This is an optimization exercise on Yosys and OpenROAD, whose aim is small area and a short achievable clock period, not a production implementation. Function was not checked in any run shown here: the RTL went through the layout flow alone. Power figures rest on the tool's default switching activity, not on a simulated workload.

**design/flow/flow/run.sh**
```bash
#!/bin/bash
# Standard ORFS layout (the standard.sh) with these changes:
#  - port buffers use sky130_fd_sc_hd__buf_1 instead of the resizer's default choice;
#  - buffers left by synthesis are removed at floorplan (repair_design re-buffers as needed);
#  - before floorplan every combinational cell is swapped for the smallest-area cell of the
#    same function (flow/downsize.tcl); later timing/design repair upsizes where needed;
#  - clock tree synthesis adds no dummy loads;
#  - timing repair aims at a setup slack of 5.0 ns against the 9 ns clock.
set -euo pipefail
here=$(pwd)
cat >> config.mk <<EOC
export BUFFER_PORTS_ARGS = -buffer_cell sky130_fd_sc_hd__buf_1
export REMOVE_ABC_BUFFERS = 1
export CTS_ARGS = -sink_clustering_enable -repair_clock_nets -dont_use_dummy_load -buf_list "sky130_fd_sc_hd__clkbuf_4 sky130_fd_sc_hd__clkbuf_8"
export SETUP_SLACK_MARGIN = 5.0
export PRE_FLOORPLAN_TCL = $here/flow/downsize.tcl
EOC
bash standard.sh > standard_flow.log 2>&1
```
**design/flow/flow/downsize.tcl**
```tcl
# Replace each combinational cell with the smallest-area cell of the same function
# (same name stem, other drive strength). Registers, adders and tie cells are kept.
set n 0
set saved 0.0
foreach inst [get_cells *] {
  set cell [get_lib_cells -of_objects $inst]
  set ref [get_name $cell]
  if {![regexp {^(sky130_fd_sc_hd__[a-z0-9]+)_([0-9]+)$} $ref -> stem drive]} { continue }
  if {[regexp {__(df|dl|sdf|edf|fa|ha|conb|tap|clk|fill|decap|diode)} $stem]} { continue }
  set best $ref
  set best_area [get_property $cell area]
  foreach cand [get_lib_cells ${stem}_*] {
    set cname [get_name $cand]
    if {![regexp "^${stem}_\[0-9\]+\$" $cname]} { continue }
    set a [get_property $cand area]
    if {$a < $best_area - 1e-6} { set best $cname; set best_area $a }
  }
  if {$best ne $ref} {
    set saved [expr {$saved + [get_property $cell area] - $best_area}]
    replace_cell $inst $best
    incr n
  }
}
puts "downsize: replaced $n cells, saved [format %.1f $saved] um2"
```
**design/flow/standard.sh**
```bash
#!/bin/bash
# synth_recipe.tcl (not shown) runs the flow's synth.tcl, then flattens the netlist and writes it again
# the make line also repeats each setting of config.mk as NAME=value (left out here)
make -C /OpenROAD-flow-scripts/flow DESIGN_CONFIG=/design/flow/config.mk WORK_HOME=/design/flow/orfs CLKGATE_MAP_FILE= SYNTH_SCRIPT=/design/flow/synth_recipe.tcl "${@:-finish}"
```
**design/flow/config.mk**
```make
export PLATFORM = sky130hd
export DESIGN_NAME = pwl
export DESIGN_NICKNAME = pwl
export VERILOG_FILES = /design/flow/design.v
export SDC_FILE = /design/flow/constraint.sdc
export NUM_CORES = 4
export LEC_CHECK = 0
export CAP_MARGIN = 20
export CORE_MARGIN = 2
export CORE_UTILIZATION = 40
export CTS_BUF_LIST = sky130_fd_sc_hd__clkbuf_4 sky130_fd_sc_hd__clkbuf_8
export SLEW_MARGIN = 20
export SYNTH_HIERARCHICAL = 1
export BUFFER_PORTS_ARGS = -buffer_cell sky130_fd_sc_hd__buf_1
export REMOVE_ABC_BUFFERS = 1
export CTS_ARGS = -sink_clustering_enable -repair_clock_nets -dont_use_dummy_load -buf_list "sky130_fd_sc_hd__clkbuf_4 sky130_fd_sc_hd__clkbuf_8"
export SETUP_SLACK_MARGIN = 5.0
export PRE_FLOORPLAN_TCL = /design/flow/flow/downsize.tcl
```
**design/flow/constraint.sdc**
```tcl
create_clock -name core_clock -period 9.0 [get_ports {clk}]
set_input_delay 1.8000 -clock core_clock [delete_from_list [all_inputs] [get_ports {clk}]]
set_output_delay 1.8000 -clock core_clock [all_outputs]
set_load 0.01 [all_outputs]
```
**design/flow/design.v**
```verilog
module pwl(
  input signed [13:0] x,
  input signed [13:0] x0,
  input signed [13:0] x1,
  input signed [13:0] x2,
  input signed [13:0] x3,
  input signed [13:0] x4,
  input signed [13:0] x5,
  input signed [13:0] x6,
  input signed [13:0] x7,
  input signed [13:0] x8,
  input signed [13:0] k0,
  input signed [13:0] k1,
  input signed [13:0] k2,
  input signed [13:0] k3,
  input signed [13:0] k4,
  input signed [13:0] k5,
  input signed [13:0] k6,
  input signed [13:0] k7,
  input signed [13:0] k8,
  input signed [13:0] k9,
  input signed [13:0] b0,
  input signed [13:0] b1,
  input signed [13:0] b2,
  input signed [13:0] b3,
  input signed [13:0] b4,
  input signed [13:0] b5,
  input signed [13:0] b6,
  input signed [13:0] b7,
  input signed [13:0] b8,
  input signed [13:0] b9,
  input clk,
  output reg signed [27:0] out
);
wire [8:0] ge;
wire [13:0] nx = ~x;
pwl_ge14 u_ge0(.nx(nx), .b(x0), .y(ge[0]));
pwl_ge14 u_ge1(.nx(nx), .b(x1), .y(ge[1]));
pwl_ge14 u_ge2(.nx(nx), .b(x2), .y(ge[2]));
pwl_ge14 u_ge3(.nx(nx), .b(x3), .y(ge[3]));
pwl_ge14 u_ge4(.nx(nx), .b(x4), .y(ge[4]));
pwl_ge14 u_ge5(.nx(nx), .b(x5), .y(ge[5]));
pwl_ge14 u_ge6(.nx(nx), .b(x6), .y(ge[6]));
pwl_ge14 u_ge7(.nx(nx), .b(x7), .y(ge[7]));
pwl_ge14 u_ge8(.nx(nx), .b(x8), .y(ge[8]));
wire [9:0] sel_k, sel_b;
pwl_dec u_dec_k(.ge(ge), .sel(sel_k));
pwl_dec u_dec_b(.ge(ge), .sel(sel_b));
wire [27:0] kb_sel;
genvar g;
generate for (g = 0; g < 28; g = g + 1) begin : selb
  wire [9:0] d;
  if (g < 14) begin : kk
    assign d = {k9[g], k8[g], k7[g], k6[g], k5[g], k4[g], k3[g], k2[g], k1[g], k0[g]};
  end else begin : bb
    assign d = {b9[g-14], b8[g-14], b7[g-14], b6[g-14], b5[g-14], b4[g-14], b3[g-14], b2[g-14], b1[g-14], b0[g-14]};
  end
  pwl_sel10 u_sel(.s(g < 14 ? sel_k : sel_b), .d(d), .y(kb_sel[g]));
end endgenerate
wire [14:0] xe = {x, 1'b0};
wire [6:0] one_d, two_d, neg_d;
generate for (g = 0; g < 7; g = g + 1) begin : enc
  assign one_d[g] = xe[2*g+1] ^ xe[2*g];
  assign two_d[g] = (xe[2*g+2] & ~xe[2*g+1] & ~xe[2*g]) | (~xe[2*g+2] & xe[2*g+1] & xe[2*g]);
  assign neg_d[g] = xe[2*g+2];
end endgenerate
reg [13:0] k_r, b_r;
reg [6:0] one_r, two_r, neg_r;
always @(posedge clk) begin
  k_r <= kb_sel[13:0]; b_r <= kb_sel[27:14];
  one_r <= one_d; two_r <= two_d; neg_r <= neg_d;
end
wire pp0_0;
wire pp0_1;
wire pp0_2;
wire pp0_3;
wire pp0_4;
wire pp0_5;
wire pp0_6;
wire pp0_7;
wire pp0_8;
wire pp0_9;
wire pp0_10;
wire pp0_11;
wire pp0_12;
wire pp0_13;
wire pp0_14;
wire pp1_0;
wire pp1_1;
wire pp1_2;
wire pp1_3;
wire pp1_4;
wire pp1_5;
wire pp1_6;
wire pp1_7;
wire pp1_8;
wire pp1_9;
wire pp1_10;
wire pp1_11;
wire pp1_12;
wire pp1_13;
wire pp1_14;
wire pp2_0;
wire pp2_1;
wire pp2_2;
wire pp2_3;
wire pp2_4;
wire pp2_5;
wire pp2_6;
wire pp2_7;
wire pp2_8;
wire pp2_9;
wire pp2_10;
wire pp2_11;
wire pp2_12;
wire pp2_13;
wire pp2_14;
wire pp3_0;
wire pp3_1;
wire pp3_2;
wire pp3_3;
wire pp3_4;
wire pp3_5;
wire pp3_6;
wire pp3_7;
wire pp3_8;
wire pp3_9;
wire pp3_10;
wire pp3_11;
wire pp3_12;
wire pp3_13;
wire pp3_14;
wire pp4_0;
wire pp4_1;
wire pp4_2;
wire pp4_3;
wire pp4_4;
wire pp4_5;
wire pp4_6;
wire pp4_7;
wire pp4_8;
wire pp4_9;
wire pp4_10;
wire pp4_11;
wire pp4_12;
wire pp4_13;
wire pp4_14;
wire pp5_0;
wire pp5_1;
wire pp5_2;
wire pp5_3;
wire pp5_4;
wire pp5_5;
wire pp5_6;
wire pp5_7;
wire pp5_8;
wire pp5_9;
wire pp5_10;
wire pp5_11;
wire pp5_12;
wire pp5_13;
wire pp5_14;
wire pp6_0;
wire pp6_1;
wire pp6_2;
wire pp6_3;
wire pp6_4;
wire pp6_5;
wire pp6_6;
wire pp6_7;
wire pp6_8;
wire pp6_9;
wire pp6_10;
wire pp6_11;
wire pp6_12;
wire pp6_13;
wire pp6_14;
wire b13n;
wire n1;
wire n2;
wire n3;
wire n4;
wire n5;
wire n6;
wire n7;
wire s8, c9;
wire s10, c11;
wire s12, c13;
wire s14, c15;
wire s16, c17;
wire s18, c19;
wire s20, c21;
wire s22, c23;
wire s24, c25;
wire s26, c27;
wire s28, c29;
wire s30, c31;
wire s32, c33;
wire s34, c35;
wire s36, c37;
wire s38, c39;
wire s40, c41;
wire s42, c43;
wire s44, c45;
wire s46, c47;
wire s48, c49;
wire s50, c51;
wire s52, c53;
wire s54, c55;
wire s56, c57;
wire s58, c59;
wire s60, c61;
wire s62, c63;
wire s64, c65;
wire s66, c67;
wire s68, c69;
wire s70, c71;
wire s72, c73;
wire s74, c75;
wire s76, c77;
wire s78, c79;
wire s80, c81;
wire s82, c83;
wire s84, c85;
wire s86, c87;
wire s88, c89;
wire s90, c91;
wire s92, c93;
wire s94, c95;
wire s96, c97;
wire s98, c99;
wire s100, c101;
wire s102, c103;
wire s104, c105;
wire s106, c107;
wire s108, c109;
wire s110, c111;
wire s112, c113;
wire s114, c115;
wire s116, c117;
wire s118, c119;
wire s120, c121;
wire s122, c123;
wire s124, c125;
wire s126, c127;
wire s128, c129;
wire s130, c131;
wire s132, c133;
wire s134, c135;
wire s136, c137;
wire s138, c139;
wire s140, c141;
wire s142, c143;
wire s144, c145;
wire s146, c147;
wire s148, c149;
wire s150, c151;
wire s152, c153;
wire s154, c155;
wire s156, c157;
wire s158, c159;
wire s160, c161;
wire s162, c163;
wire s164, c165;
wire s166, c167;
wire s168, c169;
wire s170, c171;
wire s172, c173;
wire s174, c175;
wire s176, c177;
wire s178, c179;
wire s180, c181;
wire s182, c183;
wire s184, c185;
wire s186, c187;
wire s188, c189;
wire s190, c191;
wire s192, c193;
wire s194, c195;
wire s196, c197;
wire s198, c199;
wire s200, c201;
wire s202, c203;
wire s204, c205;
wire s206, c207;
wire s208, c209;
wire s210, c211;
wire s212, c213;
wire s214, c215;
wire s216, c217;
pwl_bpp0 u_pp0_0(.k1(k_r[0]), .one(one_r[0]), .neg(neg_r[0]), .y(pp0_0));
pwl_bpp u_pp0_1(.k1(k_r[1]), .k0(k_r[0]), .one(one_r[0]), .two(two_r[0]), .neg(neg_r[0]), .y(pp0_1));
pwl_bpp u_pp0_2(.k1(k_r[2]), .k0(k_r[1]), .one(one_r[0]), .two(two_r[0]), .neg(neg_r[0]), .y(pp0_2));
pwl_bpp u_pp0_3(.k1(k_r[3]), .k0(k_r[2]), .one(one_r[0]), .two(two_r[0]), .neg(neg_r[0]), .y(pp0_3));
pwl_bpp u_pp0_4(.k1(k_r[4]), .k0(k_r[3]), .one(one_r[0]), .two(two_r[0]), .neg(neg_r[0]), .y(pp0_4));
pwl_bpp u_pp0_5(.k1(k_r[5]), .k0(k_r[4]), .one(one_r[0]), .two(two_r[0]), .neg(neg_r[0]), .y(pp0_5));
pwl_bpp u_pp0_6(.k1(k_r[6]), .k0(k_r[5]), .one(one_r[0]), .two(two_r[0]), .neg(neg_r[0]), .y(pp0_6));
pwl_bpp u_pp0_7(.k1(k_r[7]), .k0(k_r[6]), .one(one_r[0]), .two(two_r[0]), .neg(neg_r[0]), .y(pp0_7));
pwl_bpp u_pp0_8(.k1(k_r[8]), .k0(k_r[7]), .one(one_r[0]), .two(two_r[0]), .neg(neg_r[0]), .y(pp0_8));
pwl_bpp u_pp0_9(.k1(k_r[9]), .k0(k_r[8]), .one(one_r[0]), .two(two_r[0]), .neg(neg_r[0]), .y(pp0_9));
pwl_bpp u_pp0_10(.k1(k_r[10]), .k0(k_r[9]), .one(one_r[0]), .two(two_r[0]), .neg(neg_r[0]), .y(pp0_10));
pwl_bpp u_pp0_11(.k1(k_r[11]), .k0(k_r[10]), .one(one_r[0]), .two(two_r[0]), .neg(neg_r[0]), .y(pp0_11));
pwl_bpp u_pp0_12(.k1(k_r[12]), .k0(k_r[11]), .one(one_r[0]), .two(two_r[0]), .neg(neg_r[0]), .y(pp0_12));
pwl_bpp u_pp0_13(.k1(k_r[13]), .k0(k_r[12]), .one(one_r[0]), .two(two_r[0]), .neg(neg_r[0]), .y(pp0_13));
pwl_bppn u_pp0_14(.k1(k_r[13]), .k0(k_r[13]), .one(one_r[0]), .two(two_r[0]), .neg(neg_r[0]), .y(pp0_14));
pwl_bpp0 u_pp1_0(.k1(k_r[0]), .one(one_r[1]), .neg(neg_r[1]), .y(pp1_0));
pwl_bpp u_pp1_1(.k1(k_r[1]), .k0(k_r[0]), .one(one_r[1]), .two(two_r[1]), .neg(neg_r[1]), .y(pp1_1));
pwl_bpp u_pp1_2(.k1(k_r[2]), .k0(k_r[1]), .one(one_r[1]), .two(two_r[1]), .neg(neg_r[1]), .y(pp1_2));
pwl_bpp u_pp1_3(.k1(k_r[3]), .k0(k_r[2]), .one(one_r[1]), .two(two_r[1]), .neg(neg_r[1]), .y(pp1_3));
pwl_bpp u_pp1_4(.k1(k_r[4]), .k0(k_r[3]), .one(one_r[1]), .two(two_r[1]), .neg(neg_r[1]), .y(pp1_4));
pwl_bpp u_pp1_5(.k1(k_r[5]), .k0(k_r[4]), .one(one_r[1]), .two(two_r[1]), .neg(neg_r[1]), .y(pp1_5));
pwl_bpp u_pp1_6(.k1(k_r[6]), .k0(k_r[5]), .one(one_r[1]), .two(two_r[1]), .neg(neg_r[1]), .y(pp1_6));
pwl_bpp u_pp1_7(.k1(k_r[7]), .k0(k_r[6]), .one(one_r[1]), .two(two_r[1]), .neg(neg_r[1]), .y(pp1_7));
pwl_bpp u_pp1_8(.k1(k_r[8]), .k0(k_r[7]), .one(one_r[1]), .two(two_r[1]), .neg(neg_r[1]), .y(pp1_8));
pwl_bpp u_pp1_9(.k1(k_r[9]), .k0(k_r[8]), .one(one_r[1]), .two(two_r[1]), .neg(neg_r[1]), .y(pp1_9));
pwl_bpp u_pp1_10(.k1(k_r[10]), .k0(k_r[9]), .one(one_r[1]), .two(two_r[1]), .neg(neg_r[1]), .y(pp1_10));
pwl_bpp u_pp1_11(.k1(k_r[11]), .k0(k_r[10]), .one(one_r[1]), .two(two_r[1]), .neg(neg_r[1]), .y(pp1_11));
pwl_bpp u_pp1_12(.k1(k_r[12]), .k0(k_r[11]), .one(one_r[1]), .two(two_r[1]), .neg(neg_r[1]), .y(pp1_12));
pwl_bpp u_pp1_13(.k1(k_r[13]), .k0(k_r[12]), .one(one_r[1]), .two(two_r[1]), .neg(neg_r[1]), .y(pp1_13));
pwl_bppn u_pp1_14(.k1(k_r[13]), .k0(k_r[13]), .one(one_r[1]), .two(two_r[1]), .neg(neg_r[1]), .y(pp1_14));
pwl_bpp0 u_pp2_0(.k1(k_r[0]), .one(one_r[2]), .neg(neg_r[2]), .y(pp2_0));
pwl_bpp u_pp2_1(.k1(k_r[1]), .k0(k_r[0]), .one(one_r[2]), .two(two_r[2]), .neg(neg_r[2]), .y(pp2_1));
pwl_bpp u_pp2_2(.k1(k_r[2]), .k0(k_r[1]), .one(one_r[2]), .two(two_r[2]), .neg(neg_r[2]), .y(pp2_2));
pwl_bpp u_pp2_3(.k1(k_r[3]), .k0(k_r[2]), .one(one_r[2]), .two(two_r[2]), .neg(neg_r[2]), .y(pp2_3));
pwl_bpp u_pp2_4(.k1(k_r[4]), .k0(k_r[3]), .one(one_r[2]), .two(two_r[2]), .neg(neg_r[2]), .y(pp2_4));
pwl_bpp u_pp2_5(.k1(k_r[5]), .k0(k_r[4]), .one(one_r[2]), .two(two_r[2]), .neg(neg_r[2]), .y(pp2_5));
pwl_bpp u_pp2_6(.k1(k_r[6]), .k0(k_r[5]), .one(one_r[2]), .two(two_r[2]), .neg(neg_r[2]), .y(pp2_6));
pwl_bpp u_pp2_7(.k1(k_r[7]), .k0(k_r[6]), .one(one_r[2]), .two(two_r[2]), .neg(neg_r[2]), .y(pp2_7));
pwl_bpp u_pp2_8(.k1(k_r[8]), .k0(k_r[7]), .one(one_r[2]), .two(two_r[2]), .neg(neg_r[2]), .y(pp2_8));
pwl_bpp u_pp2_9(.k1(k_r[9]), .k0(k_r[8]), .one(one_r[2]), .two(two_r[2]), .neg(neg_r[2]), .y(pp2_9));
pwl_bpp u_pp2_10(.k1(k_r[10]), .k0(k_r[9]), .one(one_r[2]), .two(two_r[2]), .neg(neg_r[2]), .y(pp2_10));
pwl_bpp u_pp2_11(.k1(k_r[11]), .k0(k_r[10]), .one(one_r[2]), .two(two_r[2]), .neg(neg_r[2]), .y(pp2_11));
pwl_bpp u_pp2_12(.k1(k_r[12]), .k0(k_r[11]), .one(one_r[2]), .two(two_r[2]), .neg(neg_r[2]), .y(pp2_12));
pwl_bpp u_pp2_13(.k1(k_r[13]), .k0(k_r[12]), .one(one_r[2]), .two(two_r[2]), .neg(neg_r[2]), .y(pp2_13));
pwl_bppn u_pp2_14(.k1(k_r[13]), .k0(k_r[13]), .one(one_r[2]), .two(two_r[2]), .neg(neg_r[2]), .y(pp2_14));
pwl_bpp0 u_pp3_0(.k1(k_r[0]), .one(one_r[3]), .neg(neg_r[3]), .y(pp3_0));
pwl_bpp u_pp3_1(.k1(k_r[1]), .k0(k_r[0]), .one(one_r[3]), .two(two_r[3]), .neg(neg_r[3]), .y(pp3_1));
pwl_bpp u_pp3_2(.k1(k_r[2]), .k0(k_r[1]), .one(one_r[3]), .two(two_r[3]), .neg(neg_r[3]), .y(pp3_2));
pwl_bpp u_pp3_3(.k1(k_r[3]), .k0(k_r[2]), .one(one_r[3]), .two(two_r[3]), .neg(neg_r[3]), .y(pp3_3));
pwl_bpp u_pp3_4(.k1(k_r[4]), .k0(k_r[3]), .one(one_r[3]), .two(two_r[3]), .neg(neg_r[3]), .y(pp3_4));
pwl_bpp u_pp3_5(.k1(k_r[5]), .k0(k_r[4]), .one(one_r[3]), .two(two_r[3]), .neg(neg_r[3]), .y(pp3_5));
pwl_bpp u_pp3_6(.k1(k_r[6]), .k0(k_r[5]), .one(one_r[3]), .two(two_r[3]), .neg(neg_r[3]), .y(pp3_6));
pwl_bpp u_pp3_7(.k1(k_r[7]), .k0(k_r[6]), .one(one_r[3]), .two(two_r[3]), .neg(neg_r[3]), .y(pp3_7));
pwl_bpp u_pp3_8(.k1(k_r[8]), .k0(k_r[7]), .one(one_r[3]), .two(two_r[3]), .neg(neg_r[3]), .y(pp3_8));
pwl_bpp u_pp3_9(.k1(k_r[9]), .k0(k_r[8]), .one(one_r[3]), .two(two_r[3]), .neg(neg_r[3]), .y(pp3_9));
pwl_bpp u_pp3_10(.k1(k_r[10]), .k0(k_r[9]), .one(one_r[3]), .two(two_r[3]), .neg(neg_r[3]), .y(pp3_10));
pwl_bpp u_pp3_11(.k1(k_r[11]), .k0(k_r[10]), .one(one_r[3]), .two(two_r[3]), .neg(neg_r[3]), .y(pp3_11));
pwl_bpp u_pp3_12(.k1(k_r[12]), .k0(k_r[11]), .one(one_r[3]), .two(two_r[3]), .neg(neg_r[3]), .y(pp3_12));
pwl_bpp u_pp3_13(.k1(k_r[13]), .k0(k_r[12]), .one(one_r[3]), .two(two_r[3]), .neg(neg_r[3]), .y(pp3_13));
pwl_bppn u_pp3_14(.k1(k_r[13]), .k0(k_r[13]), .one(one_r[3]), .two(two_r[3]), .neg(neg_r[3]), .y(pp3_14));
pwl_bpp0 u_pp4_0(.k1(k_r[0]), .one(one_r[4]), .neg(neg_r[4]), .y(pp4_0));
pwl_bpp u_pp4_1(.k1(k_r[1]), .k0(k_r[0]), .one(one_r[4]), .two(two_r[4]), .neg(neg_r[4]), .y(pp4_1));
pwl_bpp u_pp4_2(.k1(k_r[2]), .k0(k_r[1]), .one(one_r[4]), .two(two_r[4]), .neg(neg_r[4]), .y(pp4_2));
pwl_bpp u_pp4_3(.k1(k_r[3]), .k0(k_r[2]), .one(one_r[4]), .two(two_r[4]), .neg(neg_r[4]), .y(pp4_3));
pwl_bpp u_pp4_4(.k1(k_r[4]), .k0(k_r[3]), .one(one_r[4]), .two(two_r[4]), .neg(neg_r[4]), .y(pp4_4));
pwl_bpp u_pp4_5(.k1(k_r[5]), .k0(k_r[4]), .one(one_r[4]), .two(two_r[4]), .neg(neg_r[4]), .y(pp4_5));
pwl_bpp u_pp4_6(.k1(k_r[6]), .k0(k_r[5]), .one(one_r[4]), .two(two_r[4]), .neg(neg_r[4]), .y(pp4_6));
pwl_bpp u_pp4_7(.k1(k_r[7]), .k0(k_r[6]), .one(one_r[4]), .two(two_r[4]), .neg(neg_r[4]), .y(pp4_7));
pwl_bpp u_pp4_8(.k1(k_r[8]), .k0(k_r[7]), .one(one_r[4]), .two(two_r[4]), .neg(neg_r[4]), .y(pp4_8));
pwl_bpp u_pp4_9(.k1(k_r[9]), .k0(k_r[8]), .one(one_r[4]), .two(two_r[4]), .neg(neg_r[4]), .y(pp4_9));
pwl_bpp u_pp4_10(.k1(k_r[10]), .k0(k_r[9]), .one(one_r[4]), .two(two_r[4]), .neg(neg_r[4]), .y(pp4_10));
pwl_bpp u_pp4_11(.k1(k_r[11]), .k0(k_r[10]), .one(one_r[4]), .two(two_r[4]), .neg(neg_r[4]), .y(pp4_11));
pwl_bpp u_pp4_12(.k1(k_r[12]), .k0(k_r[11]), .one(one_r[4]), .two(two_r[4]), .neg(neg_r[4]), .y(pp4_12));
pwl_bpp u_pp4_13(.k1(k_r[13]), .k0(k_r[12]), .one(one_r[4]), .two(two_r[4]), .neg(neg_r[4]), .y(pp4_13));
pwl_bppn u_pp4_14(.k1(k_r[13]), .k0(k_r[13]), .one(one_r[4]), .two(two_r[4]), .neg(neg_r[4]), .y(pp4_14));
pwl_bpp0 u_pp5_0(.k1(k_r[0]), .one(one_r[5]), .neg(neg_r[5]), .y(pp5_0));
pwl_bpp u_pp5_1(.k1(k_r[1]), .k0(k_r[0]), .one(one_r[5]), .two(two_r[5]), .neg(neg_r[5]), .y(pp5_1));
pwl_bpp u_pp5_2(.k1(k_r[2]), .k0(k_r[1]), .one(one_r[5]), .two(two_r[5]), .neg(neg_r[5]), .y(pp5_2));
pwl_bpp u_pp5_3(.k1(k_r[3]), .k0(k_r[2]), .one(one_r[5]), .two(two_r[5]), .neg(neg_r[5]), .y(pp5_3));
pwl_bpp u_pp5_4(.k1(k_r[4]), .k0(k_r[3]), .one(one_r[5]), .two(two_r[5]), .neg(neg_r[5]), .y(pp5_4));
pwl_bpp u_pp5_5(.k1(k_r[5]), .k0(k_r[4]), .one(one_r[5]), .two(two_r[5]), .neg(neg_r[5]), .y(pp5_5));
pwl_bpp u_pp5_6(.k1(k_r[6]), .k0(k_r[5]), .one(one_r[5]), .two(two_r[5]), .neg(neg_r[5]), .y(pp5_6));
pwl_bpp u_pp5_7(.k1(k_r[7]), .k0(k_r[6]), .one(one_r[5]), .two(two_r[5]), .neg(neg_r[5]), .y(pp5_7));
pwl_bpp u_pp5_8(.k1(k_r[8]), .k0(k_r[7]), .one(one_r[5]), .two(two_r[5]), .neg(neg_r[5]), .y(pp5_8));
pwl_bpp u_pp5_9(.k1(k_r[9]), .k0(k_r[8]), .one(one_r[5]), .two(two_r[5]), .neg(neg_r[5]), .y(pp5_9));
pwl_bpp u_pp5_10(.k1(k_r[10]), .k0(k_r[9]), .one(one_r[5]), .two(two_r[5]), .neg(neg_r[5]), .y(pp5_10));
pwl_bpp u_pp5_11(.k1(k_r[11]), .k0(k_r[10]), .one(one_r[5]), .two(two_r[5]), .neg(neg_r[5]), .y(pp5_11));
pwl_bpp u_pp5_12(.k1(k_r[12]), .k0(k_r[11]), .one(one_r[5]), .two(two_r[5]), .neg(neg_r[5]), .y(pp5_12));
pwl_bpp u_pp5_13(.k1(k_r[13]), .k0(k_r[12]), .one(one_r[5]), .two(two_r[5]), .neg(neg_r[5]), .y(pp5_13));
pwl_bppn u_pp5_14(.k1(k_r[13]), .k0(k_r[13]), .one(one_r[5]), .two(two_r[5]), .neg(neg_r[5]), .y(pp5_14));
pwl_bpp0 u_pp6_0(.k1(k_r[0]), .one(one_r[6]), .neg(neg_r[6]), .y(pp6_0));
pwl_bpp u_pp6_1(.k1(k_r[1]), .k0(k_r[0]), .one(one_r[6]), .two(two_r[6]), .neg(neg_r[6]), .y(pp6_1));
pwl_bpp u_pp6_2(.k1(k_r[2]), .k0(k_r[1]), .one(one_r[6]), .two(two_r[6]), .neg(neg_r[6]), .y(pp6_2));
pwl_bpp u_pp6_3(.k1(k_r[3]), .k0(k_r[2]), .one(one_r[6]), .two(two_r[6]), .neg(neg_r[6]), .y(pp6_3));
pwl_bpp u_pp6_4(.k1(k_r[4]), .k0(k_r[3]), .one(one_r[6]), .two(two_r[6]), .neg(neg_r[6]), .y(pp6_4));
pwl_bpp u_pp6_5(.k1(k_r[5]), .k0(k_r[4]), .one(one_r[6]), .two(two_r[6]), .neg(neg_r[6]), .y(pp6_5));
pwl_bpp u_pp6_6(.k1(k_r[6]), .k0(k_r[5]), .one(one_r[6]), .two(two_r[6]), .neg(neg_r[6]), .y(pp6_6));
pwl_bpp u_pp6_7(.k1(k_r[7]), .k0(k_r[6]), .one(one_r[6]), .two(two_r[6]), .neg(neg_r[6]), .y(pp6_7));
pwl_bpp u_pp6_8(.k1(k_r[8]), .k0(k_r[7]), .one(one_r[6]), .two(two_r[6]), .neg(neg_r[6]), .y(pp6_8));
pwl_bpp u_pp6_9(.k1(k_r[9]), .k0(k_r[8]), .one(one_r[6]), .two(two_r[6]), .neg(neg_r[6]), .y(pp6_9));
pwl_bpp u_pp6_10(.k1(k_r[10]), .k0(k_r[9]), .one(one_r[6]), .two(two_r[6]), .neg(neg_r[6]), .y(pp6_10));
pwl_bpp u_pp6_11(.k1(k_r[11]), .k0(k_r[10]), .one(one_r[6]), .two(two_r[6]), .neg(neg_r[6]), .y(pp6_11));
pwl_bpp u_pp6_12(.k1(k_r[12]), .k0(k_r[11]), .one(one_r[6]), .two(two_r[6]), .neg(neg_r[6]), .y(pp6_12));
pwl_bpp u_pp6_13(.k1(k_r[13]), .k0(k_r[12]), .one(one_r[6]), .two(two_r[6]), .neg(neg_r[6]), .y(pp6_13));
pwl_bppn u_pp6_14(.k1(k_r[13]), .k0(k_r[13]), .one(one_r[6]), .two(two_r[6]), .neg(neg_r[6]), .y(pp6_14));
assign b13n = ~b_r[13];
assign n1 = ~b13n;
assign n2 = ~pp6_3;
assign n3 = ~pp6_5;
assign n4 = ~pp6_7;
assign n5 = ~pp6_9;
assign n6 = ~pp6_11;
assign n7 = ~pp6_13;
pwl_ha u_s8(.a(pp0_8), .b(pp1_6), .s(s8), .co(c9));
pwl_ha u_s10(.a(pp0_9), .b(pp1_7), .s(s10), .co(c11));
pwl_fa u_s12(.a(pp0_10), .b(pp1_8), .c(pp2_6), .s(s12), .co(c13));
pwl_ha u_s14(.a(pp3_4), .b(pp4_2), .s(s14), .co(c15));
pwl_fa u_s16(.a(pp0_11), .b(pp1_9), .c(pp2_7), .s(s16), .co(c17));
pwl_ha u_s18(.a(pp3_5), .b(pp4_3), .s(s18), .co(c19));
pwl_fa u_s20(.a(pp0_12), .b(pp1_10), .c(pp2_8), .s(s20), .co(c21));
pwl_fa u_s22(.a(pp3_6), .b(pp4_4), .c(pp5_2), .s(s22), .co(c23));
pwl_ha u_s24(.a(pp6_0), .b(neg_r[6]), .s(s24), .co(c25));
pwl_fa u_s26(.a(pp0_13), .b(pp1_11), .c(pp2_9), .s(s26), .co(c27));
pwl_fa u_s28(.a(pp3_7), .b(pp4_5), .c(pp5_3), .s(s28), .co(c29));
pwl_ha u_s30(.a(pp6_1), .b(n1), .s(s30), .co(c31));
pwl_fa u_s32(.a(pp0_14), .b(pp1_12), .c(pp2_10), .s(s32), .co(c33));
pwl_fa u_s34(.a(pp3_8), .b(pp4_6), .c(pp5_4), .s(s34), .co(c35));
pwl_ha u_s36(.a(pp6_2), .b(b13n), .s(s36), .co(c37));
pwl_fa u_s38(.a(pp1_13), .b(pp2_11), .c(pp3_9), .s(s38), .co(c39));
pwl_ha u_s40(.a(pp4_7), .b(pp5_5), .s(s40), .co(c41));
pwl_fa u_s42(.a(pp1_14), .b(pp2_12), .c(pp3_10), .s(s42), .co(c43));
pwl_ha u_s44(.a(pp4_8), .b(pp5_6), .s(s44), .co(c45));
pwl_ha u_s46(.a(pp2_13), .b(pp3_11), .s(s46), .co(c47));
pwl_ha u_s48(.a(pp2_14), .b(pp3_12), .s(s48), .co(c49));
pwl_ha u_s50(.a(pp0_4), .b(pp1_2), .s(s50), .co(c51));
pwl_ha u_s52(.a(pp0_5), .b(pp1_3), .s(s52), .co(c53));
pwl_fa u_s54(.a(pp0_6), .b(pp1_4), .c(pp2_2), .s(s54), .co(c55));
pwl_ha u_s56(.a(pp3_0), .b(neg_r[3]), .s(s56), .co(c57));
pwl_fa u_s58(.a(pp0_7), .b(pp1_5), .c(pp2_3), .s(s58), .co(c59));
pwl_ha u_s60(.a(pp3_1), .b(b_r[7]), .s(s60), .co(c61));
pwl_fa u_s62(.a(s8), .b(pp2_4), .c(pp3_2), .s(s62), .co(c63));
pwl_fa u_s64(.a(pp4_0), .b(neg_r[4]), .c(b_r[8]), .s(s64), .co(c65));
pwl_fa u_s66(.a(c9), .b(s10), .c(pp2_5), .s(s66), .co(c67));
pwl_fa u_s68(.a(pp3_3), .b(pp4_1), .c(b_r[9]), .s(s68), .co(c69));
pwl_fa u_s70(.a(c11), .b(s12), .c(s14), .s(s70), .co(c71));
pwl_fa u_s72(.a(pp5_0), .b(neg_r[5]), .c(b_r[10]), .s(s72), .co(c73));
pwl_fa u_s74(.a(c13), .b(c15), .c(s16), .s(s74), .co(c75));
pwl_fa u_s76(.a(s18), .b(pp5_1), .c(b_r[11]), .s(s76), .co(c77));
pwl_fa u_s78(.a(c17), .b(c19), .c(s20), .s(s78), .co(c79));
pwl_fa u_s80(.a(s22), .b(s24), .c(b_r[12]), .s(s80), .co(c81));
pwl_fa u_s82(.a(c21), .b(c23), .c(c25), .s(s82), .co(c83));
pwl_fa u_s84(.a(s26), .b(s28), .c(s30), .s(s84), .co(c85));
pwl_fa u_s86(.a(c27), .b(c29), .c(c31), .s(s86), .co(c87));
pwl_fa u_s88(.a(s32), .b(s34), .c(s36), .s(s88), .co(c89));
pwl_fa u_s90(.a(c33), .b(c35), .c(c37), .s(s90), .co(c91));
pwl_fa u_s92(.a(s38), .b(s40), .c(n2), .s(s92), .co(c93));
pwl_fa u_s94(.a(c39), .b(c41), .c(s42), .s(s94), .co(c95));
pwl_fa u_s96(.a(s44), .b(pp6_4), .c(pp6_3), .s(s96), .co(c97));
pwl_fa u_s98(.a(c43), .b(c45), .c(s46), .s(s98), .co(c99));
pwl_fa u_s100(.a(pp4_9), .b(pp5_7), .c(n3), .s(s100), .co(c101));
pwl_fa u_s102(.a(c47), .b(s48), .c(pp4_10), .s(s102), .co(c103));
pwl_fa u_s104(.a(pp5_8), .b(pp6_6), .c(pp6_5), .s(s104), .co(c105));
pwl_fa u_s106(.a(c49), .b(pp3_13), .c(pp4_11), .s(s106), .co(c107));
pwl_ha u_s108(.a(pp5_9), .b(n4), .s(s108), .co(c109));
pwl_fa u_s110(.a(pp3_14), .b(pp4_12), .c(pp5_10), .s(s110), .co(c111));
pwl_ha u_s112(.a(pp6_8), .b(pp6_7), .s(s112), .co(c113));
pwl_ha u_s114(.a(pp4_13), .b(pp5_11), .s(s114), .co(c115));
pwl_ha u_s116(.a(pp4_14), .b(pp5_12), .s(s116), .co(c117));
pwl_ha u_s118(.a(pp0_2), .b(pp1_0), .s(s118), .co(c119));
pwl_ha u_s120(.a(pp0_3), .b(pp1_1), .s(s120), .co(c121));
pwl_fa u_s122(.a(s50), .b(pp2_0), .c(neg_r[2]), .s(s122), .co(c123));
pwl_fa u_s124(.a(c51), .b(s52), .c(pp2_1), .s(s124), .co(c125));
pwl_fa u_s126(.a(c53), .b(s54), .c(s56), .s(s126), .co(c127));
pwl_fa u_s128(.a(c55), .b(c57), .c(s58), .s(s128), .co(c129));
pwl_fa u_s130(.a(c59), .b(c61), .c(s62), .s(s130), .co(c131));
pwl_fa u_s132(.a(c63), .b(c65), .c(s66), .s(s132), .co(c133));
pwl_fa u_s134(.a(c67), .b(c69), .c(s70), .s(s134), .co(c135));
pwl_fa u_s136(.a(c71), .b(c73), .c(s74), .s(s136), .co(c137));
pwl_fa u_s138(.a(c75), .b(c77), .c(s78), .s(s138), .co(c139));
pwl_fa u_s140(.a(c79), .b(c81), .c(s82), .s(s140), .co(c141));
pwl_fa u_s142(.a(c83), .b(c85), .c(s86), .s(s142), .co(c143));
pwl_fa u_s144(.a(c87), .b(c89), .c(s90), .s(s144), .co(c145));
pwl_fa u_s146(.a(c91), .b(c93), .c(s94), .s(s146), .co(c147));
pwl_fa u_s148(.a(c95), .b(c97), .c(s98), .s(s148), .co(c149));
pwl_fa u_s150(.a(c99), .b(c101), .c(s102), .s(s150), .co(c151));
pwl_fa u_s152(.a(c103), .b(c105), .c(s106), .s(s152), .co(c153));
pwl_fa u_s154(.a(c107), .b(c109), .c(s110), .s(s154), .co(c155));
pwl_fa u_s156(.a(c111), .b(c113), .c(s114), .s(s156), .co(c157));
pwl_fa u_s158(.a(c115), .b(s116), .c(pp6_10), .s(s158), .co(c159));
pwl_ha u_s160(.a(c117), .b(pp5_13), .s(s160), .co(c161));
pwl_ha u_s162(.a(pp5_14), .b(pp6_12), .s(s162), .co(c163));
pwl_ha u_s164(.a(pp0_0), .b(neg_r[0]), .s(s164), .co(c165));
pwl_ha u_s166(.a(pp0_1), .b(b_r[1]), .s(s166), .co(c167));
pwl_fa u_s168(.a(s118), .b(neg_r[1]), .c(b_r[2]), .s(s168), .co(c169));
pwl_fa u_s170(.a(c119), .b(s120), .c(b_r[3]), .s(s170), .co(c171));
pwl_fa u_s172(.a(c121), .b(s122), .c(b_r[4]), .s(s172), .co(c173));
pwl_fa u_s174(.a(c123), .b(s124), .c(b_r[5]), .s(s174), .co(c175));
pwl_fa u_s176(.a(c125), .b(s126), .c(b_r[6]), .s(s176), .co(c177));
pwl_fa u_s178(.a(c127), .b(s128), .c(s60), .s(s178), .co(c179));
pwl_fa u_s180(.a(c129), .b(s130), .c(s64), .s(s180), .co(c181));
pwl_fa u_s182(.a(c131), .b(s132), .c(s68), .s(s182), .co(c183));
pwl_fa u_s184(.a(c133), .b(s134), .c(s72), .s(s184), .co(c185));
pwl_fa u_s186(.a(c135), .b(s136), .c(s76), .s(s186), .co(c187));
pwl_fa u_s188(.a(c137), .b(s138), .c(s80), .s(s188), .co(c189));
pwl_fa u_s190(.a(c139), .b(s140), .c(s84), .s(s190), .co(c191));
pwl_fa u_s192(.a(c141), .b(s142), .c(s88), .s(s192), .co(c193));
pwl_fa u_s194(.a(c143), .b(s144), .c(s92), .s(s194), .co(c195));
pwl_fa u_s196(.a(c145), .b(s146), .c(s96), .s(s196), .co(c197));
pwl_fa u_s198(.a(c147), .b(s148), .c(s100), .s(s198), .co(c199));
pwl_fa u_s200(.a(c149), .b(s150), .c(s104), .s(s200), .co(c201));
pwl_fa u_s202(.a(c151), .b(s152), .c(s108), .s(s202), .co(c203));
pwl_fa u_s204(.a(c153), .b(s154), .c(s112), .s(s204), .co(c205));
pwl_fa u_s206(.a(c155), .b(s156), .c(n5), .s(s206), .co(c207));
pwl_fa u_s208(.a(c157), .b(s158), .c(pp6_9), .s(s208), .co(c209));
pwl_fa u_s210(.a(c159), .b(s160), .c(n6), .s(s210), .co(c211));
pwl_fa u_s212(.a(c161), .b(s162), .c(pp6_11), .s(s212), .co(c213));
pwl_ha u_s214(.a(c163), .b(n7), .s(s214), .co(c215));
pwl_ha u_s216(.a(pp6_14), .b(pp6_13), .s(s216), .co(c217));
reg [54:0] r2;
always @(posedge clk) r2 <= {c217, s216, c215, s214, c213, s212, c211, s210, c209, s208, c207, s206, c205, s204, c203, s202, c201, s200, c199, s198, c197, s196, c195, s194, c193, s192, c191, s190, c189, s188, c187, s186, c185, s184, c183, s182, c181, s180, c179, s178, c177, s176, c175, s174, c173, s172, c171, s170, c169, s168, c167, s166, c165, b_r[0], s164};
wire [27:0] ca = {r2[54], r2[52], r2[50], r2[48], r2[46], r2[44], r2[42], r2[40], r2[38], r2[36], r2[34], r2[32], r2[30], r2[28], r2[26], r2[24], r2[22], r2[20], r2[18], r2[16], r2[14], r2[12], r2[10], r2[8], r2[6], r2[4], r2[2], r2[0]};
wire [27:0] cb = {1'b1, r2[53], r2[51], r2[49], r2[47], r2[45], r2[43], r2[41], r2[39], r2[37], r2[35], r2[33], r2[31], r2[29], r2[27], r2[25], r2[23], r2[21], r2[19], r2[17], r2[15], r2[13], r2[11], r2[9], r2[7], r2[5], r2[3], r2[1]};
wire [27:0] pg_g = ca & cb;
wire [27:0] pg_p = ca ^ cb;
wire G218 = pg_g[1] | (pg_p[1] & pg_g[0]);
wire P219 = pg_p[1] & pg_p[0];
wire G220 = pg_g[3] | (pg_p[3] & pg_g[2]);
wire P221 = pg_p[3] & pg_p[2];
wire G222 = pg_g[5] | (pg_p[5] & pg_g[4]);
wire P223 = pg_p[5] & pg_p[4];
wire G224 = pg_g[7] | (pg_p[7] & pg_g[6]);
wire P225 = pg_p[7] & pg_p[6];
wire G226 = pg_g[9] | (pg_p[9] & pg_g[8]);
wire P227 = pg_p[9] & pg_p[8];
wire G228 = pg_g[11] | (pg_p[11] & pg_g[10]);
wire P229 = pg_p[11] & pg_p[10];
wire G230 = pg_g[13] | (pg_p[13] & pg_g[12]);
wire P231 = pg_p[13] & pg_p[12];
wire G232 = pg_g[15] | (pg_p[15] & pg_g[14]);
wire P233 = pg_p[15] & pg_p[14];
wire G234 = pg_g[17] | (pg_p[17] & pg_g[16]);
wire P235 = pg_p[17] & pg_p[16];
wire G236 = pg_g[19] | (pg_p[19] & pg_g[18]);
wire P237 = pg_p[19] & pg_p[18];
wire G238 = pg_g[21] | (pg_p[21] & pg_g[20]);
wire P239 = pg_p[21] & pg_p[20];
wire G240 = pg_g[23] | (pg_p[23] & pg_g[22]);
wire P241 = pg_p[23] & pg_p[22];
wire G242 = pg_g[25] | (pg_p[25] & pg_g[24]);
wire P243 = pg_p[25] & pg_p[24];
wire G244 = pg_g[27] | (pg_p[27] & pg_g[26]);
wire P245 = pg_p[27] & pg_p[26];
wire G246 = pg_g[2] | (pg_p[2] & G218);
wire P247 = pg_p[2] & P219;
wire G248 = G220 | (P221 & G218);
wire P249 = P221 & P219;
wire G250 = pg_g[6] | (pg_p[6] & G222);
wire P251 = pg_p[6] & P223;
wire G252 = G224 | (P225 & G222);
wire P253 = P225 & P223;
wire G254 = pg_g[10] | (pg_p[10] & G226);
wire P255 = pg_p[10] & P227;
wire G256 = G228 | (P229 & G226);
wire P257 = P229 & P227;
wire G258 = pg_g[14] | (pg_p[14] & G230);
wire P259 = pg_p[14] & P231;
wire G260 = G232 | (P233 & G230);
wire P261 = P233 & P231;
wire G262 = pg_g[18] | (pg_p[18] & G234);
wire P263 = pg_p[18] & P235;
wire G264 = G236 | (P237 & G234);
wire P265 = P237 & P235;
wire G266 = pg_g[22] | (pg_p[22] & G238);
wire P267 = pg_p[22] & P239;
wire G268 = G240 | (P241 & G238);
wire P269 = P241 & P239;
wire G270 = pg_g[26] | (pg_p[26] & G242);
wire P271 = pg_p[26] & P243;
wire G272 = G244 | (P245 & G242);
wire P273 = P245 & P243;
wire G274 = pg_g[4] | (pg_p[4] & G248);
wire P275 = pg_p[4] & P249;
wire G276 = G222 | (P223 & G248);
wire P277 = P223 & P249;
wire G278 = G250 | (P251 & G248);
wire P279 = P251 & P249;
wire G280 = G252 | (P253 & G248);
wire P281 = P253 & P249;
wire G282 = pg_g[12] | (pg_p[12] & G256);
wire P283 = pg_p[12] & P257;
wire G284 = G230 | (P231 & G256);
wire P285 = P231 & P257;
wire G286 = G258 | (P259 & G256);
wire P287 = P259 & P257;
wire G288 = G260 | (P261 & G256);
wire P289 = P261 & P257;
wire G290 = pg_g[20] | (pg_p[20] & G264);
wire P291 = pg_p[20] & P265;
wire G292 = G238 | (P239 & G264);
wire P293 = P239 & P265;
wire G294 = G266 | (P267 & G264);
wire P295 = P267 & P265;
wire G296 = G268 | (P269 & G264);
wire P297 = P269 & P265;
wire G298 = pg_g[8] | (pg_p[8] & G280);
wire P299 = pg_p[8] & P281;
wire G300 = G226 | (P227 & G280);
wire P301 = P227 & P281;
wire G302 = G254 | (P255 & G280);
wire P303 = P255 & P281;
wire G304 = G256 | (P257 & G280);
wire P305 = P257 & P281;
wire G306 = G282 | (P283 & G280);
wire P307 = P283 & P281;
wire G308 = G284 | (P285 & G280);
wire P309 = P285 & P281;
wire G310 = G286 | (P287 & G280);
wire P311 = P287 & P281;
wire G312 = G288 | (P289 & G280);
wire P313 = P289 & P281;
wire G314 = pg_g[24] | (pg_p[24] & G296);
wire P315 = pg_p[24] & P297;
wire G316 = G242 | (P243 & G296);
wire P317 = P243 & P297;
wire G318 = G270 | (P271 & G296);
wire P319 = P271 & P297;
wire G320 = G272 | (P273 & G296);
wire P321 = P273 & P297;
wire G322 = pg_g[16] | (pg_p[16] & G312);
wire P323 = pg_p[16] & P313;
wire G324 = G234 | (P235 & G312);
wire P325 = P235 & P313;
wire G326 = G262 | (P263 & G312);
wire P327 = P263 & P313;
wire G328 = G264 | (P265 & G312);
wire P329 = P265 & P313;
wire G330 = G290 | (P291 & G312);
wire P331 = P291 & P313;
wire G332 = G292 | (P293 & G312);
wire P333 = P293 & P313;
wire G334 = G294 | (P295 & G312);
wire P335 = P295 & P313;
wire G336 = G296 | (P297 & G312);
wire P337 = P297 & P313;
wire G338 = G314 | (P315 & G312);
wire P339 = P315 & P313;
wire G340 = G316 | (P317 & G312);
wire P341 = P317 & P313;
wire G342 = G318 | (P319 & G312);
wire P343 = P319 & P313;
wire G344 = G320 | (P321 & G312);
wire P345 = P321 & P313;
wire [27:0] res = {(pg_p[27] ^ G342), (pg_p[26] ^ G340), (pg_p[25] ^ G338), (pg_p[24] ^ G336), (pg_p[23] ^ G334), (pg_p[22] ^ G332), (pg_p[21] ^ G330), (pg_p[20] ^ G328), (pg_p[19] ^ G326), (pg_p[18] ^ G324), (pg_p[17] ^ G322), (pg_p[16] ^ G312), (pg_p[15] ^ G310), (pg_p[14] ^ G308), (pg_p[13] ^ G306), (pg_p[12] ^ G304), (pg_p[11] ^ G302), (pg_p[10] ^ G300), (pg_p[9] ^ G298), (pg_p[8] ^ G280), (pg_p[7] ^ G278), (pg_p[6] ^ G276), (pg_p[5] ^ G274), (pg_p[4] ^ G248), (pg_p[3] ^ G246), (pg_p[2] ^ G218), (pg_p[1] ^ pg_g[0]), pg_p[0]};
always @(posedge clk) out <= res;
endmodule
module pwl_ge14(input [13:0] nx, input [13:0] b, output y);
  wire [13:0] g, p;
  genvar i;
  generate for (i = 0; i < 13; i = i + 1) begin : bl
    pwl_nor2 ug(.a(nx[i]), .b(b[i]), .y(g[i]));
    pwl_nand2 up(.a(nx[i]), .b(b[i]), .y(p[i]));
  end endgenerate
  pwl_and2 ug13(.a(nx[13]), .b(b[13]), .y(g[13]));
  pwl_or2 up13(.a(nx[13]), .b(b[13]), .y(p[13]));
  wire [6:0] gn1, pn1;
  pwl_a21oi l1g0(.a1(p[1]), .a2(p[0]), .b1(g[1]), .y(gn1[0]));
  generate for (i = 1; i < 7; i = i + 1) begin : l1
    pwl_a21oi ug(.a1(p[2*i+1]), .a2(g[2*i]), .b1(g[2*i+1]), .y(gn1[i]));
    pwl_nand2 up(.a(p[2*i+1]), .b(p[2*i]), .y(pn1[i]));
  end endgenerate
  wire [3:0] g2, p2;
  pwl_o21ai l2g0(.a1(pn1[1]), .a2(gn1[0]), .b1(gn1[1]), .y(g2[0]));
  pwl_o21ai l2g1(.a1(pn1[3]), .a2(gn1[2]), .b1(gn1[3]), .y(g2[1]));
  pwl_nor2  l2p1(.a(pn1[3]), .b(pn1[2]), .y(p2[1]));
  pwl_o21ai l2g2(.a1(pn1[5]), .a2(gn1[4]), .b1(gn1[5]), .y(g2[2]));
  pwl_nor2  l2p2(.a(pn1[5]), .b(pn1[4]), .y(p2[2]));
  pwl_inv   l2g3(.a(gn1[6]), .y(g2[3]));
  pwl_inv   l2p3(.a(pn1[6]), .y(p2[3]));
  wire gn3_0, gn3_1, pn3_1;
  pwl_a21oi l3g0(.a1(p2[1]), .a2(g2[0]), .b1(g2[1]), .y(gn3_0));
  pwl_a21oi l3g1(.a1(p2[3]), .a2(g2[2]), .b1(g2[3]), .y(gn3_1));
  pwl_nand2 l3p1(.a(p2[3]), .b(p2[2]), .y(pn3_1));
  pwl_o21ai l4(.a1(pn3_1), .a2(gn3_0), .b1(gn3_1), .y(y));
endmodule
module pwl_nor2(input a, input b, output y); assign y = ~(a | b); endmodule
module pwl_nand2(input a, input b, output y); assign y = ~(a & b); endmodule
module pwl_and2(input a, input b, output y); assign y = a & b; endmodule
module pwl_or2(input a, input b, output y); assign y = a | b; endmodule
module pwl_inv(input a, output y); assign y = ~a; endmodule
module pwl_a21oi(input a1, input a2, input b1, output y); assign y = ~((a1 & a2) | b1); endmodule
module pwl_o21ai(input a1, input a2, input b1, output y); assign y = ~((a1 | a2) & b1); endmodule
module pwl_dec(input [8:0] ge, output [9:0] sel);
  assign sel[0] = ~ge[8];
  genvar j;
  generate for (j = 1; j < 9; j = j + 1) begin : d
    assign sel[j] = ge[9-j] & ~ge[8-j];
  end endgenerate
  assign sel[9] = ge[0];
endmodule
module pwl_sel10(input [9:0] s, input [9:0] d, output y);
  wire n0, n1, n2, n3;
  pwl_aoi222 u0(.s(s[2:0]), .d(d[2:0]), .yn(n0));
  pwl_aoi222 u1(.s(s[5:3]), .d(d[5:3]), .yn(n1));
  pwl_aoi222 u2(.s(s[8:6]), .d(d[8:6]), .yn(n2));
  assign n3 = ~(s[9] & d[9]);
  assign y = ~(n0 & n1 & n2 & n3);
endmodule
module pwl_aoi222(input [2:0] s, input [2:0] d, output yn);
  assign yn = ~((s[0] & d[0]) | (s[1] & d[1]) | (s[2] & d[2]));
endmodule
module pwl_bpp(input k1, input k0, input one, input two, input neg, output y);
  assign y = ((one & k1) | (two & k0)) ^ neg;
endmodule
module pwl_bpp0(input k1, input one, input neg, output y);
  assign y = (one & k1) ^ neg;
endmodule
module pwl_bppn(input k1, input k0, input one, input two, input neg, output y);
  assign y = ~(((one & k1) | (two & k0)) ^ neg);
endmodule
module pwl_fa(input a, input b, input c, output s, output co);
  assign s = a ^ b ^ c;
  assign co = (a & b) | (a & c) | (b & c);
endmodule
module pwl_ha(input a, input b, output s, output co);
  assign s = a ^ b;
  assign co = a & b;
endmodule
module pwl_ha1(input a, input b, output s, output co);
  assign s = ~(a ^ b);
  assign co = a | b;
endmodule
module pwl_ha_nn(input a, input b, output s, output co);
  assign s = a ^ b;
  assign co = ~(a | b);
endmodule
module pwl_ha_pn(input a, input b, output s, output co);
  assign s = a ^ b;
  assign co = a & ~b;
endmodule
```
==> reports/metrics.yaml, run 1 <==
outcome:
  outcome: "no timing/DRC/antenna violations"
setup_path:
  slowest_stage: "a222oi_1"
  crit_path_start_kind: "primary input"
  path_cells: "buf_2 > clkinvlp_4 > buf_4 > nand2_1 > nand2_1 > o21ai_1 > a21oi_1 > o21ai_1 > nor2b_1 > buf_4 > a222oi_1 > nand4_1"
  crit_path_start: "x[3]"
  r2r_slack_ps: 5530
  slowest_delay_ps: 430
  cp.arrival_ps: 4230
  regToRegStartpoint: "k_r[13]"
  cp_max_fo: 14
  critPathRequiredTime_ps: 9230
  cp_top_family: "compound AO/OA/AOI/OAI gates"
  crit_type: "in -> reg"
  cp-end-kind: "flop"
  crit_buf_inv: 4
drt:
  drt_iter0_drc: 1898
  ant_nets: 0
  vias: 12450
  wl_mm: 45.18
  viasPerCell: 5.817
  dr.pass1.iters: 8
  wl_per_cell_um: 21.11
  drc_errors: 0
clock_network:
  cts_buffers: 17
  cts_hold_buf: 0
  cts_tree: "done"
  root_buffer: "clkbuf_8"
  h-tree-depth: 4
  clock-sinks: 132
  clockBufferDepth: 2
  insertion_delay_ps: 450
  clkTransAtPathRegs_ps: 70
global_route:
  grt_antenna_before_repair: 6
  overflow: 0
  grt_usage_pct: 30.19
  grt_max_degree: 31
  first_global_vias: 11390
  grt_pass1_wl_mm: 65.43
placed_design:
  gp_congestion: 0.9828
  pre_cts_slack_ps: 4269
  io_buffer_count: 448
  place_area_mm2: 0.01300
  dp_hpwl_mm: 34.94
pwr:
  power_density_mw_per_mm2: 282.4
  p_leak_uw: 0.005426
  ir_worst_vdd_mv: 0.1013
  total_power_uw: 3861
timing:
  setup_viol_count_final: 0
  fin_worst_skew_ps: 52.39
  tightest_slew_ps: 1096
  fin_crit_sh_pct: 44.39
  drv_slew: 0
  hold_violations: 0
  fin_crit_ps: 3995
  setup_tns_ps: 0
  timing.slew.headroom_pct: 26.85
  setup_slack_ps: 5005
  max_freq_mhz: 250.3
  rsz0062_at_grt: "yes"
final_layout:
  fin_nets: 2353
  drive_gt1_share_pct: 5.518
  design_area_mm2: 0.01367
  utilization_pct: 51.15
  fill_cells: 2683
job:
  max-cap-violations: 0
floorplanning:
  core-area_mm2: 0.02673
  die_y_um: 168.5
  dieWidth_um: 168.5
  dieArea_mm2: 0.02839
  start_util_pct: 40.50
  ios: 449
  rows: 60
synthesis:
  yosys_warnings: 7
  synthCells: 1282
hold_path:
  worstHoldPathType: "reg -> reg"
  min-delay-start: "b_r[0]"
==> per-stage QoR <==
step	hold WS, ps	cells
4_1_cts	334.3	2114
5_1_grt	354.3	2136
2_1_floorplan	309.6	1280
6_report	350.0	2140
3_3_place_gp	319.5	2078
3_5_place_dp	317.8	2078
==> final timing paths <==
check / end / depth (start not counted)
worst min-delay path: r2[1] / 0
worst min register to register: r2[1] / 0
worst max-delay path: b_r[2] / 12
worst max register to register: r2[37] / 6
==> timing repair <==
item                                    CTS  global route
gates resized for setup                  18            25
setup buffers                            16            18
endpoints found under the hold margin     0             0
endpoints found under the setup margin   25            28
gates cloned                              3             3
pin swaps                                 0             5
==> report_power, final <==
part | switching, uW | internal, uW | leakage [uW] | total [uW]
sequential | 180 | 868 | 0.00111 | 1050
combinational | 1330 | 1110 | 0.00419 | 2440
clock | 203 | 166 | 0.000122 | 369
total | 1720 | 2140 | 0.00543 | 3860
==> placed cells by master, fill, tap and decap left out, drive strengths merged, types with 29 or more instances in the layout <==
| cell | count |
|---|---|
| dfxtp | 132 |
| nand4 | 29 |
| a222oi | 84 |
| a21oi | 106 |
| ha | 53 |
| nand2 | 230 |
| nor2 | 139 |
| fa | 83 |
| a22oi | 99 |
| o21ai | 48 |
| xnor2 | 109 |
| buf | 486 |
| inv | 52 |
==> layout make-up <==
cell class	instances	area, um2	area share, %
Sequential cell	132	2643	19.33
Timing Repair inverter	6	45.04	0.3295
Tap cell	341	426.7	3.121
Inverter	63	277.8	2.032
Clock buffer	17	234.0	1.712
Timing Repair Buffer	491	2049	14.99
Antenna cell	5	12.51	0.09152
Multi-Input combinational cell	1085	7983	58.39
==> metal layers <==
layer  up-vias  wire length (um)  global-route usage, %
met2       789             19980                  45.54
li1       5700                 -                      -
met4         4              1142                  9.070
met3        78              5013                  8.768
met1      5877             19020                  41.83
met5         -                30                  1.043
==> registers in the layout, indices dropped and copies added (netlist names) <==
signal  count
r2         55
out        28
b_r        14
k_r        14
neg_r       7
one_r       7
two_r       7
==> inputs of run 2 (changes only) <==
--- a/design/flow/design.v
+++ b/design/flow/design.v
@@ -646,38 +646,22 @@
 module pwl_ge14(input [13:0] nx, input [13:0] b, output y);
   wire [13:0] g, p;
-  genvar i;
-  generate for (i = 0; i < 13; i = i + 1) begin : bl
-    pwl_nor2 ug(.a(nx[i]), .b(b[i]), .y(g[i]));
-    pwl_nand2 up(.a(nx[i]), .b(b[i]), .y(p[i]));
-  end endgenerate
-  pwl_and2 ug13(.a(nx[13]), .b(b[13]), .y(g[13]));
-  pwl_or2 up13(.a(nx[13]), .b(b[13]), .y(p[13]));
-  wire [6:0] gn1, pn1;
-  pwl_a21oi l1g0(.a1(p[1]), .a2(p[0]), .b1(g[1]), .y(gn1[0]));
-  generate for (i = 1; i < 7; i = i + 1) begin : l1
-    pwl_a21oi ug(.a1(p[2*i+1]), .a2(g[2*i]), .b1(g[2*i+1]), .y(gn1[i]));
-    pwl_nand2 up(.a(p[2*i+1]), .b(p[2*i]), .y(pn1[i]));
-  end endgenerate
-  wire [3:0] g2, p2;
-  pwl_o21ai l2g0(.a1(pn1[1]), .a2(gn1[0]), .b1(gn1[1]), .y(g2[0]));
-  pwl_o21ai l2g1(.a1(pn1[3]), .a2(gn1[2]), .b1(gn1[3]), .y(g2[1]));
-  pwl_nor2  l2p1(.a(pn1[3]), .b(pn1[2]), .y(p2[1]));
-  pwl_o21ai l2g2(.a1(pn1[5]), .a2(gn1[4]), .b1(gn1[5]), .y(g2[2]));
-  pwl_nor2  l2p2(.a(pn1[5]), .b(pn1[4]), .y(p2[2]));
-  pwl_inv   l2g3(.a(gn1[6]), .y(g2[3]));
-  pwl_inv   l2p3(.a(pn1[6]), .y(p2[3]));
-  wire gn3_0, gn3_1, pn3_1;
-  pwl_a21oi l3g0(.a1(p2[1]), .a2(g2[0]), .b1(g2[1]), .y(gn3_0));
-  pwl_a21oi l3g1(.a1(p2[3]), .a2(g2[2]), .b1(g2[3]), .y(gn3_1));
-  pwl_nand2 l3p1(.a(p2[3]), .b(p2[2]), .y(pn3_1));
-  pwl_o21ai l4(.a1(pn3_1), .a2(gn3_0), .b1(gn3_1), .y(y));
+  assign g[12:0] = ~(nx[12:0] | b[12:0]);
+  assign p[12:0] = ~(nx[12:0] & b[12:0]);
+  assign g[13] = nx[13] & b[13];
+  assign p[13] = nx[13] | b[13];
+  wire g10 = g[1] | (p[1] & p[0]);
+  wire g32 = g[3] | (p[3] & g[2]);  wire p32 = p[3] & p[2];
+  wire g54 = g[5] | (p[5] & g[4]);  wire p54 = p[5] & p[4];
+  wire g76 = g[7] | (p[7] & g[6]);  wire p76 = p[7] & p[6];
+  wire g98 = g[9] | (p[9] & g[8]);  wire p98 = p[9] & p[8];
+  wire gba = g[11] | (p[11] & g[10]); wire pba = p[11] & p[10];
+  wire gdc = g[13] | (p[13] & g[12]); wire pdc = p[13] & p[12];
+  wire g3_0 = g32 | (p32 & g10);
+  wire g7_4 = g76 | (p76 & g54); wire p7_4 = p76 & p54;
+  wire gb_8 = gba | (pba & g98); wire pb_8 = pba & p98;
+  wire g7_0 = g7_4 | (p7_4 & g3_0);
+  wire gd_8 = gdc | (pdc & gb_8); wire pd_8 = pdc & pb_8;
+  assign y = gd_8 | (pd_8 & g7_0);
 endmodule
-module pwl_nor2(input a, input b, output y); assign y = ~(a | b); endmodule
-module pwl_nand2(input a, input b, output y); assign y = ~(a & b); endmodule
-module pwl_and2(input a, input b, output y); assign y = a & b; endmodule
-module pwl_or2(input a, input b, output y); assign y = a | b; endmodule
-module pwl_inv(input a, output y); assign y = ~a; endmodule
-module pwl_a21oi(input a1, input a2, input b1, output y); assign y = ~((a1 & a2) | b1); endmodule
-module pwl_o21ai(input a1, input a2, input b1, output y); assign y = ~((a1 | a2) & b1); endmodule
 module pwl_dec(input [8:0] ge, output [9:0] sel);
   assign sel[0] = ~ge[8];
--- a/design/flow/flow/run.sh
+++ b/design/flow/flow/run.sh
@@ -6,5 +6,5 @@
 #    same function (flow/downsize.tcl); later timing/design repair upsizes where needed;
 #  - clock tree synthesis adds no dummy loads;
-#  - timing repair aims at a setup slack of 5.0 ns against the 9 ns clock.
+#  - timing repair aims at a setup slack of 5.3 ns against the 9 ns clock.
 set -euo pipefail
 here=$(pwd)
@@ -13,5 +13,5 @@
 export REMOVE_ABC_BUFFERS = 1
 export CTS_ARGS = -sink_clustering_enable -repair_clock_nets -dont_use_dummy_load -buf_list "sky130_fd_sc_hd__clkbuf_4 sky130_fd_sc_hd__clkbuf_8"
-export SETUP_SLACK_MARGIN = 5.0
+export SETUP_SLACK_MARGIN = 5.3
 export PRE_FLOORPLAN_TCL = $here/flow/downsize.tcl
 EOC
--- a/design/flow/config.mk
+++ b/design/flow/config.mk
@@ -15,4 +15,4 @@
 export REMOVE_ABC_BUFFERS = 1
 export CTS_ARGS = -sink_clustering_enable -repair_clock_nets -dont_use_dummy_load -buf_list "sky130_fd_sc_hd__clkbuf_4 sky130_fd_sc_hd__clkbuf_8"
-export SETUP_SLACK_MARGIN = 5.0
+export SETUP_SLACK_MARGIN = 5.3
 export PRE_FLOORPLAN_TCL = /design/flow/flow/downsize.tcl
==> run 2 against run 1 <==
Against the previous run:
- still clean on timing, DRC and antenna
- total power increased by 5.4%
- fmax increased by 4.9%
- final cell count decreased by 5.8%
- critical path depth decreased by 1
- count of clock-buffer cells in the layout unchanged
- largest power group unchanged
- highest routed layer is now met4
==> reports/metrics.yaml, run 2 <==
global_route:
  grt_usage_pct: 33.45  # +3.3 points
  overflow: 0  # unchanged
  grt_pass1_wl_mm: 71.59  # +9.4%
  grtUsageMet2_pct: 52.53  # +7.0 points
  first_global_vias: 11980  # +5.1%
  grt_max_degree: 31  # unchanged
  top_usage_layer: "met2"
  met3_usage_pct: 6.488  # -2.3 points
  met1_usage_pct: 45.15  # +3.3 points
  grt_antenna_before_repair: 5  # -1
setup_path:
  cp-end-kind: "flop"
  cp_common_cell: "buf_4"
  slowest_stage: "a222oi_1"
  cp_max_fo: 9  # -5
  crit_type: "in -> reg"
  crit_path_start_kind: "primary input"
  slowest_delay_ps: 720  # +290 ps
  critPathRequiredTime_ps: 9280  # +50 ps
  cp.arrival_ps: 4090  # -140 ps
  path_cells: "buf_4 > clkinvlp_4 > buf_4 > buf_4 > nor2_1 > a211oi_2 > nand3_1 > o21a_2 > and2b_4 > a222oi_1 > nand4_1"
timing:
  rsz0062_at_grt: "yes"
  fin_crit_sh_pct: 42.33  # -2.1 points
  setup_tns_ps: 0  # unchanged
  fin_crit_ps: 3809  # -185.8 ps
  max_freq_mhz: 262.5  # +4.9%
  fin_worst_skew_ps: 33.60  # -18.79 ps
  hold_violations: 0  # unchanged
  tightest_slew_ps: 1069  # -26.45 ps
  drv_slew: 0  # unchanged
  timing.slew.headroom_pct: 28.62  # +1.8 points
  setup_viol_count_final: 0  # unchanged
final_layout:
  top_regs: "r2 x55, out x28"
  drive_gt1_share_pct: 12.17  # +6.7 points
  layout.cells.most_common: "buf_1"
  fill_cells: 2480  # -7.6%
  utilization_pct: 55.42  # +4.3 points
  layout_common_cells: "buf_1 (435), dfxtp_1 (132), a22oi_1 (123)"
  design_area_mm2: 0.01444  # +5.6%
  largest-register: "r2"
  largest_register_ffs: 55  # unchanged
  fin_nets: 2235  # -5.0%
clock_network:
  h-tree-depth: 4  # unchanged
  cts_buffers: 17  # unchanged
  clock-sinks: 132  # unchanged
  cts_tree: "done"
  insertion_delay_ps: 450  # about the same
  cts_hold_buf: 0  # unchanged
  clockBufferDepth: 2  # unchanged
  root_buffer: "clkbuf_8"
  clkTransAtPathRegs_ps: 70  # about the same
drt:
  drc_errors: 0  # unchanged
  vias: 12610  # +1.3%
  drt_iter0_drc: 1858  # -2.1%
  wl_mm: 50.02  # +11%
  ant_nets: 0  # unchanged
  viasPerCell: 6.254  # +7.5%
  dr.pass1.iters: 12  # +4
  wl_per_cell_um: 24.81  # +18%
synthesis:
  synthCells: 1102  # -14%
  yosys_warnings: 7  # unchanged
floorplanning:
  dieWidth_um: 166.8  # -1.0%
  die_y_um: 166.8  # -1.0%
  dieArea_mm2: 0.02781  # -2.0%
  rows: 59  # -1.7%
  core-area_mm2: 0.02606  # -2.5%
  ios: 449  # unchanged
  start_util_pct: 40.67  # +0.17 points
outcome:
  outcome: "no timing/DRC/antenna violations"
placed_design:
  io_buffer_count: 448  # unchanged
  place_area_mm2: 0.01278  # -1.7%
  gp_congestion: 0.9425  # -4.1%
  dp_hpwl_mm: 35.80  # +2.5%
pwr:
  power_density_mw_per_mm2: 281.7  # -0.25%
  ir_worst_vdd_mv: 0.1944  # +92%
  p_leak_uw: 0.005285  # -2.6%
hold_path:
  worstHoldPathType: "reg -> reg"
job:
  max-cap-violations: 0  # unchanged
-- run 2: per-stage QoR --
stage	power, uW	hold slack, ps	setup WS, ps	instances
2_1_floorplan	2735	309.6	4687	1100
3_3_place_gp	3503	318.6	4035	1894
3_5_place_dp	3559	319.9	3887	1894
4_1_cts	4019	332.0	5299	1981
5_1_grt	4455	337.8	5124	2016
6_report	4069	334.1	5191	2016
-- run 2: path summary, 6_finish.rpt --
check	startpoint	depth (start not counted)	end	slack, ps
worst max-delay path	x[12]	11	k_r[2]	5190
worst min-delay path	b_r[0]	0	r2[1]	330
worst max register to register	neg_r[3]	5	r2[29]	5530
worst min register to register	b_r[0]	0	r2[1]	330
-- run 2: critical path, delay by kind of cell --
family	cells	cell delay, ps
compound gates	3	1260
buf+inv	4	520
simple gates	4	500
-- run 2: routing by layer --
layer  wire [um]  vias to the layer above
met5           0                        -
met4        2269                        0
met3        5293                      142
met2       22400                      853
met1       20060                     6049
li1            -                     5565
-- run 2: where the power goes --
group | switching [uW] | total [uW] | internal [uW] | leakage (uW)
clock network | 210 | 377 | 166 | 0.000122
registers | 192 | 1060 | 871 | 0.00111
logic | 1410 | 2630 | 1220 | 0.00405
-- run 2: layout make-up --
type,count,area [um2],share of cell area (%)
antenna,5,12.51,0.08663
clock buffer,17,234.0,1.620
inverter,45,222.7,1.542
multi-input combinational,926,8077,55.92
sequential,132,2643,18.30
tap,335,419.2,2.902
timing repair buffer,549,2783,19.27
timing repair inverter,7,52.55,0.3639
-- run 2: repair_timing --
action / 4_1_cts / 5_1_grt
resized for setup: 122 / 56
gates cloned: 11 / 4
buffers inserted: 59 / 26
setup endpoints to repair: 28 / 28
pin swaps: 26 / 57

-- separate check: timing with driven ports --
The results above use ideal ports. As a check the final layouts listed here were re-extracted and re-timed, cells and wires unchanged.
Step 1 sets driving cells, clkbuf_16 on the clock port and buf_2 on the other inputs (assumed; they add their load-dependent delay and slew).
Step 2, shift: input delay + t, output delay - t, t = (earliest + latest rising clock arrival at the registers) / 2. This alone moves slack from input paths to output paths.
a / b / c = ideal ports / drivers / drivers and shift; a / b = the first two.
run | t (ns) | setup WS [ns] | hold slack, ns
run 1 | 0.464 | 5.005 / 4.977 / 4.514 | 0.350 / 0.350 / 0.350
run 2 | 0.475 | 5.191 / 5.120 / 4.645 | 0.334 / 0.334 / 0.334
After both steps setup and hold are still met in every run listed. For run 2, which loses most, drivers alone change the setup slack by -0.071 ns; drivers and shift together by -0.546 ns.
